This design comes from an exercise in tuning for small area, a short achievable clock period and few clock cycles on the open sky130 flow, not from production work. Where RTL was checked, it was by simulation tests only, not by an equivalence proof against the original.

==> flow/design.v <==
module unsigned_multiplier(
  input  [7:0]  multiplier,
  input  [7:0]  multiplicand,
  output [14:0] product
);
  wire sa = multiplier[7];
  wire sb = multiplicand[7];
  wire [6:0] a = multiplier[6:0] ^ {7{sa}};
  wire [6:0] b = multiplicand[6:0] ^ {7{sb}};
  wire pp_0_0 = a[0] & b[0];
  wire pp_0_1 = a[0] & b[1];
  wire pp_0_2 = a[0] & b[2];
  wire pp_0_3 = a[0] & b[3];
  wire pp_0_4 = a[0] & b[4];
  wire pp_0_5 = a[0] & b[5];
  wire pp_0_6 = a[0] & b[6];
  wire pp_1_0 = a[1] & b[0];
  wire pp_1_1 = a[1] & b[1];
  wire pp_1_2 = a[1] & b[2];
  wire pp_1_3 = a[1] & b[3];
  wire pp_1_4 = a[1] & b[4];
  wire pp_1_5 = a[1] & b[5];
  wire pp_1_6 = a[1] & b[6];
  wire pp_2_0 = a[2] & b[0];
  wire pp_2_1 = a[2] & b[1];
  wire pp_2_2 = a[2] & b[2];
  wire pp_2_3 = a[2] & b[3];
  wire pp_2_4 = a[2] & b[4];
  wire pp_2_5 = a[2] & b[5];
  wire pp_2_6 = a[2] & b[6];
  wire pp_3_0 = a[3] & b[0];
  wire pp_3_1 = a[3] & b[1];
  wire pp_3_2 = a[3] & b[2];
  wire pp_3_3 = a[3] & b[3];
  wire pp_3_4 = a[3] & b[4];
  wire pp_3_5 = a[3] & b[5];
  wire pp_3_6 = a[3] & b[6];
  wire pp_4_0 = a[4] & b[0];
  wire pp_4_1 = a[4] & b[1];
  wire pp_4_2 = a[4] & b[2];
  wire pp_4_3 = a[4] & b[3];
  wire pp_4_4 = a[4] & b[4];
  wire pp_4_5 = a[4] & b[5];
  wire pp_4_6 = a[4] & b[6];
  wire pp_5_0 = a[5] & b[0];
  wire pp_5_1 = a[5] & b[1];
  wire pp_5_2 = a[5] & b[2];
  wire pp_5_3 = a[5] & b[3];
  wire pp_5_4 = a[5] & b[4];
  wire pp_5_5 = a[5] & b[5];
  wire pp_5_6 = a[5] & b[6];
  wire pp_6_0 = a[6] & b[0];
  wire pp_6_1 = a[6] & b[1];
  wire pp_6_2 = a[6] & b[2];
  wire pp_6_3 = a[6] & b[3];
  wire pp_6_4 = a[6] & b[4];
  wire pp_6_5 = a[6] & b[5];
  wire pp_6_6 = a[6] & b[6];
  wire ca_0 = sa & b[0];
  wire cb_0 = sb & a[0];
  wire ca_1 = sa & b[1];
  wire cb_1 = sb & a[1];
  wire ca_2 = sa & b[2];
  wire cb_2 = sb & a[2];
  wire ca_3 = sa & b[3];
  wire cb_3 = sb & a[3];
  wire ca_4 = sa & b[4];
  wire cb_4 = sb & a[4];
  wire ca_5 = sa & b[5];
  wire cb_5 = sb & a[5];
  wire ca_6 = sa & b[6];
  wire cb_6 = sb & a[6];
  wire cab = sa & sb;
  wire s1, c2;
  mul_ha u_s1(.a(pp_0_4), .b(pp_1_3), .s(s1), .co(c2));
  wire s3, c4;
  mul_fa u_s3(.a(pp_0_5), .b(pp_1_4), .c(pp_2_3), .s(s3), .co(c4));
  wire s5, c6;
  mul_ha u_s5(.a(pp_3_2), .b(pp_4_1), .s(s5), .co(c6));
  wire s7, c8;
  mul_fa u_s7(.a(pp_0_6), .b(pp_1_5), .c(pp_2_4), .s(s7), .co(c8));
  wire s9, c10;
  mul_fa u_s9(.a(pp_3_3), .b(pp_4_2), .c(pp_5_1), .s(s9), .co(c10));
  wire s11, c12;
  mul_ha u_s11(.a(pp_6_0), .b(ca_6), .s(s11), .co(c12));
  wire s13, c14;
  mul_fa u_s13(.a(pp_1_6), .b(pp_2_5), .c(pp_3_4), .s(s13), .co(c14));
  wire s15, c16;
  mul_ha u_s15(.a(pp_4_3), .b(pp_5_2), .s(s15), .co(c16));
  wire s17, c18;
  mul_ha u_s17(.a(pp_2_6), .b(pp_3_5), .s(s17), .co(c18));
  wire s19, c20;
  mul_ha u_s19(.a(pp_0_2), .b(pp_1_1), .s(s19), .co(c20));
  wire s21, c22;
  mul_fa u_s21(.a(pp_0_3), .b(pp_1_2), .c(pp_2_1), .s(s21), .co(c22));
  wire s23, c24;
  mul_ha u_s23(.a(pp_3_0), .b(ca_3), .s(s23), .co(c24));
  wire s25, c26;
  mul_fa u_s25(.a(s1), .b(pp_2_2), .c(pp_3_1), .s(s25), .co(c26));
  wire s27, c28;
  mul_fa u_s27(.a(pp_4_0), .b(ca_4), .c(cb_4), .s(s27), .co(c28));
  wire s29, c30;
  mul_fa u_s29(.a(c2), .b(s3), .c(s5), .s(s29), .co(c30));
  wire s31, c32;
  mul_fa u_s31(.a(pp_5_0), .b(ca_5), .c(cb_5), .s(s31), .co(c32));
  wire s33, c34;
  mul_fa u_s33(.a(c4), .b(c6), .c(s7), .s(s33), .co(c34));
  wire s35, c36;
  mul_fa u_s35(.a(s9), .b(s11), .c(cb_6), .s(s35), .co(c36));
  wire s37, c38;
  mul_fa u_s37(.a(c8), .b(c10), .c(c12), .s(s37), .co(c38));
  wire s39, c40;
  mul_fa u_s39(.a(s13), .b(s15), .c(pp_6_1), .s(s39), .co(c40));
  wire s41, c42;
  mul_fa u_s41(.a(c14), .b(c16), .c(s17), .s(s41), .co(c42));
  wire s43, c44;
  mul_fa u_s43(.a(pp_4_4), .b(pp_5_3), .c(pp_6_2), .s(s43), .co(c44));
  wire s45, c46;
  mul_fa u_s45(.a(c18), .b(pp_3_6), .c(pp_4_5), .s(s45), .co(c46));
  wire s47, c48;
  mul_ha u_s47(.a(pp_5_4), .b(pp_6_3), .s(s47), .co(c48));
  wire s49, c50;
  mul_ha u_s49(.a(pp_4_6), .b(pp_5_5), .s(s49), .co(c50));
  wire s51, c52;
  mul_ha u_s51(.a(pp_0_0), .b(ca_0), .s(s51), .co(c52));
  wire s53, c54;
  mul_fa u_s53(.a(pp_0_1), .b(pp_1_0), .c(ca_1), .s(s53), .co(c54));
  wire s55, c56;
  mul_fa u_s55(.a(s19), .b(pp_2_0), .c(ca_2), .s(s55), .co(c56));
  wire s57, c58;
  mul_fa u_s57(.a(c20), .b(s21), .c(s23), .s(s57), .co(c58));
  wire s59, c60;
  mul_fa u_s59(.a(c22), .b(c24), .c(s25), .s(s59), .co(c60));
  wire s61, c62;
  mul_fa u_s61(.a(c26), .b(c28), .c(s29), .s(s61), .co(c62));
  wire s63, c64;
  mul_fa u_s63(.a(c30), .b(c32), .c(s33), .s(s63), .co(c64));
  wire s65, c66;
  mul_fa u_s65(.a(c34), .b(c36), .c(s37), .s(s65), .co(c66));
  wire s67, c68;
  mul_fa u_s67(.a(c38), .b(c40), .c(s41), .s(s67), .co(c68));
  wire s69, c70;
  mul_fa u_s69(.a(c42), .b(c44), .c(s45), .s(s69), .co(c70));
  wire s71, c72;
  mul_fa u_s71(.a(c46), .b(c48), .c(s49), .s(s71), .co(c72));
  wire s73, c74;
  mul_ha u_s73(.a(c50), .b(pp_5_6), .s(s73), .co(c74));
  wire s75, c76;
  mul_ha u_s75(.a(s51), .b(cb_0), .s(s75), .co(c76));
  wire s77, c78;
  mul_fa u_s77(.a(c52), .b(s53), .c(cb_1), .s(s77), .co(c78));
  wire s79, c80;
  mul_fa u_s79(.a(c54), .b(s55), .c(cb_2), .s(s79), .co(c80));
  wire s81, c82;
  mul_fa u_s81(.a(c56), .b(s57), .c(cb_3), .s(s81), .co(c82));
  wire s83, c84;
  mul_fa u_s83(.a(c58), .b(s59), .c(s27), .s(s83), .co(c84));
  wire s85, c86;
  mul_fa u_s85(.a(c60), .b(s61), .c(s31), .s(s85), .co(c86));
  wire s87, c88;
  mul_fa u_s87(.a(c62), .b(s63), .c(s35), .s(s87), .co(c88));
  wire s89, c90;
  mul_fa u_s89(.a(c64), .b(s65), .c(s39), .s(s89), .co(c90));
  wire s91, c92;
  mul_fa u_s91(.a(c66), .b(s67), .c(s43), .s(s91), .co(c92));
  wire s93, c94;
  mul_fa u_s93(.a(c68), .b(s69), .c(s47), .s(s93), .co(c94));
  wire s95, c96;
  mul_fa u_s95(.a(c70), .b(s71), .c(pp_6_4), .s(s95), .co(c96));
  wire s97, c98;
  mul_fa u_s97(.a(c72), .b(s73), .c(pp_6_5), .s(s97), .co(c98));
  wire s99, c100;
  mul_ha u_s99(.a(c74), .b(pp_6_6), .s(s99), .co(c100));
  wire [14:0] r0 = {1'b0, c100, c98, c96, c94, c92, c90, c88, c86, c84, c82, c80, c78, c76, s75};
  wire [14:0] r1 = {1'b0, 1'b0, s99, s97, s95, s93, s91, s89, s87, s85, s83, s81, s79, s77, cab};
  assign product = r0 + r1;
endmodule
module mul_fa(input a, input b, input c, output s, output co);
  assign s = a ^ b ^ c;
  assign co = (a & b) | (a & c) | (b & c);
endmodule
module mul_ha(input a, input b, output s, output co);
  assign s = a ^ b;
  assign co = a & b;
endmodule
module bin_to_bcd(
    input  [14:0] in,
    output [19:0] bcd
    );
  function [3:0] add3(input [3:0] i);
    begin
      add3[3] = i[3] | (i[2] & (i[1] | i[0]));
      add3[2] = (i[2] & ~i[1] & ~i[0]) | (i[3] & i[0]);
      add3[1] = (i[1] & (~i[2] | i[0])) | (i[3] & ~i[0]);
      add3[0] = (~i[3] & ~i[2] & i[0]) | (i[2] & i[1] & ~i[0]) | (i[3] & ~i[0]);
    end
  endfunction
  reg [19:0] st;
  integer k;
  always @(*) begin
    st = 20'd0;
    for (k = 13; k >= 0; k = k - 1) begin
      st = {add3(st[19:16]), add3(st[15:12]), add3(st[11:8]), add3(st[7:4]), add3(st[3:0])};
      st = {st[18:0], in[k]};
    end
  end
  assign bcd = st | (in[14] ? 20'h16384 : 20'h0);
endmodule
module seq_signed_mult(
  input         clk,
  input         rst,           
  input         start,         
  input  [7:0]  multiplier,    
  input  [7:0]  multiplicand,  
  output [14:0] product,       
  output [19:0] bcd,           
  output        sign,          
  output        done           
);
  wire [14:0] mag;
  unsigned_multiplier um(.multiplier(multiplier), .multiplicand(multiplicand),
    .product(mag));
  reg [14:0] product_r;
  reg        sign_r;
  reg        done_r;
  always @(posedge clk) begin
    if (start) begin
      product_r <= mag;
      sign_r    <= (multiplier[7] ^ multiplicand[7]) &&
                   (multiplier != 8'd0) && (multiplicand != 8'd0);
    end
  end
  always @(posedge clk) begin
    if (rst)
      done_r <= 1'b0;
    else if (start)
      done_r <= 1'b1;
  end
  bin_to_bcd binary_bcd(.in(product_r), .bcd(bcd));
  assign product = product_r;
  assign sign    = sign_r;
  assign done    = done_r;
endmodule
==> flow/config.mk <==
export PLATFORM = sky130hd
export DESIGN_NAME = seq_signed_mult
export DESIGN_NICKNAME = seq_signed_mult
export VERILOG_FILES = /design/flow/design.v
export SDC_FILE = /design/flow/constraint.sdc
export NUM_CORES = 4
export LEC_CHECK = 0
export ABC_AREA = 1
export CAP_MARGIN = 20
export CORE_MARGIN = 2
export CORE_UTILIZATION = 60
export SLEW_MARGIN = 20
export SYNTH_HIERARCHICAL = 1
export SYNTH_MINIMUM_KEEP_SIZE = 0
==> flow/constraint.sdc <==
create_clock -name core_clock -period 12.0 [get_ports {clk}]
set_input_delay 2.4000 -clock core_clock [delete_from_list [all_inputs] [get_ports {clk}]]
set_output_delay 2.4000 -clock core_clock [all_outputs]
set_load 0.01 [all_outputs]
standard.sh (not shown) runs the stock make flow with config.mk's settings and CLKGATE_MAP_FILE= SYNTH_SCRIPT=/design/flow/synth_recipe.tcl, a recipe that flattens the netlist after the stock synthesis.
==> flow/flow/run.sh <==
#!/bin/bash
# The standard layout, with plain buffers (not delay buffers) on the ports.
set -euo pipefail
export BUFFER_PORTS_ARGS="-buffer_cell sky130_fd_sc_hd__buf_2"
bash standard.sh > standard_flow.log 2>&1
Testbench counts at the start, summed over its fixed seeds: cycles 3,200.
Then changed:
--- a/flow/design.v
+++ b/flow/design.v
@@ -224,10 +224,11 @@
   reg        sign_r;
   reg        done_r;
+  wire        sign_d = (multiplier[7] ^ multiplicand[7]) &&
+                       (multiplier != 8'd0) && (multiplicand != 8'd0);
+  wire [15:0] next_r;
+  hold_mux #(.W(16)) hm(.sel(start), .a({sign_d, mag}), .b({sign_r, product_r}),
+    .y(next_r));
   always @(posedge clk) begin
-    if (start) begin
-      product_r <= mag;
-      sign_r    <= (multiplier[7] ^ multiplicand[7]) &&
-                   (multiplier != 8'd0) && (multiplicand != 8'd0);
-    end
+    {sign_r, product_r} <= next_r;
   end
   always @(posedge clk) begin
@@ -242,2 +243,10 @@
   assign done    = done_r;
 endmodule
+module hold_mux #(parameter W = 1) (
+  input          sel,
+  input  [W-1:0] a,
+  input  [W-1:0] b,
+  output [W-1:0] y
+);
+  assign y = sel ? a : b;
+endmodule
What happened: Hold slack loses 0.046 ns; clock skew stays the same; wire length rises by a few percent; design area rises slightly; worst setup slack loses 0.042 ns; sequential cell count stays the same; cell count rises by a few percent; die area rises slightly.
Only the layout flow was run in the second run of this note; the RTL was not checked for function there.

## separate check: timing with driven ports
In the flow no input, the clock included, has a driving cell. The finished layouts below were timed again as built, in two steps. Step 1 sets driving cells, clkbuf_16 on the clock port and buf_2 on the other inputs (assumed; they add their load-dependent delay and slew). Step 2 adds t to the input delays and takes it off the output delays; t is the mean of the earliest and latest rising clock arrival at the registers after step 1. Input paths then give back, and output paths get back, about the clock's delay inside the block. Slacks: ideal / step 1 / step 2; pairs: ideal / step 1.
run | shift t [ns] | setup WS [ns] | hold WS [ns] | worst setup path after step 2
the first run | 0.272 | 5.661 / 5.634 / 5.480 | 0.498 / 0.498 / 0.498 | input to register
the second run | 0.284 | 5.619 / 5.592 / 5.531 | 0.452 / 0.452 / 0.452 | input to register
After both steps every run listed still meets setup and hold. For the first run, which loses most, drivers alone change the setup slack by -0.027 ns; drivers and shift together by -0.181 ns.
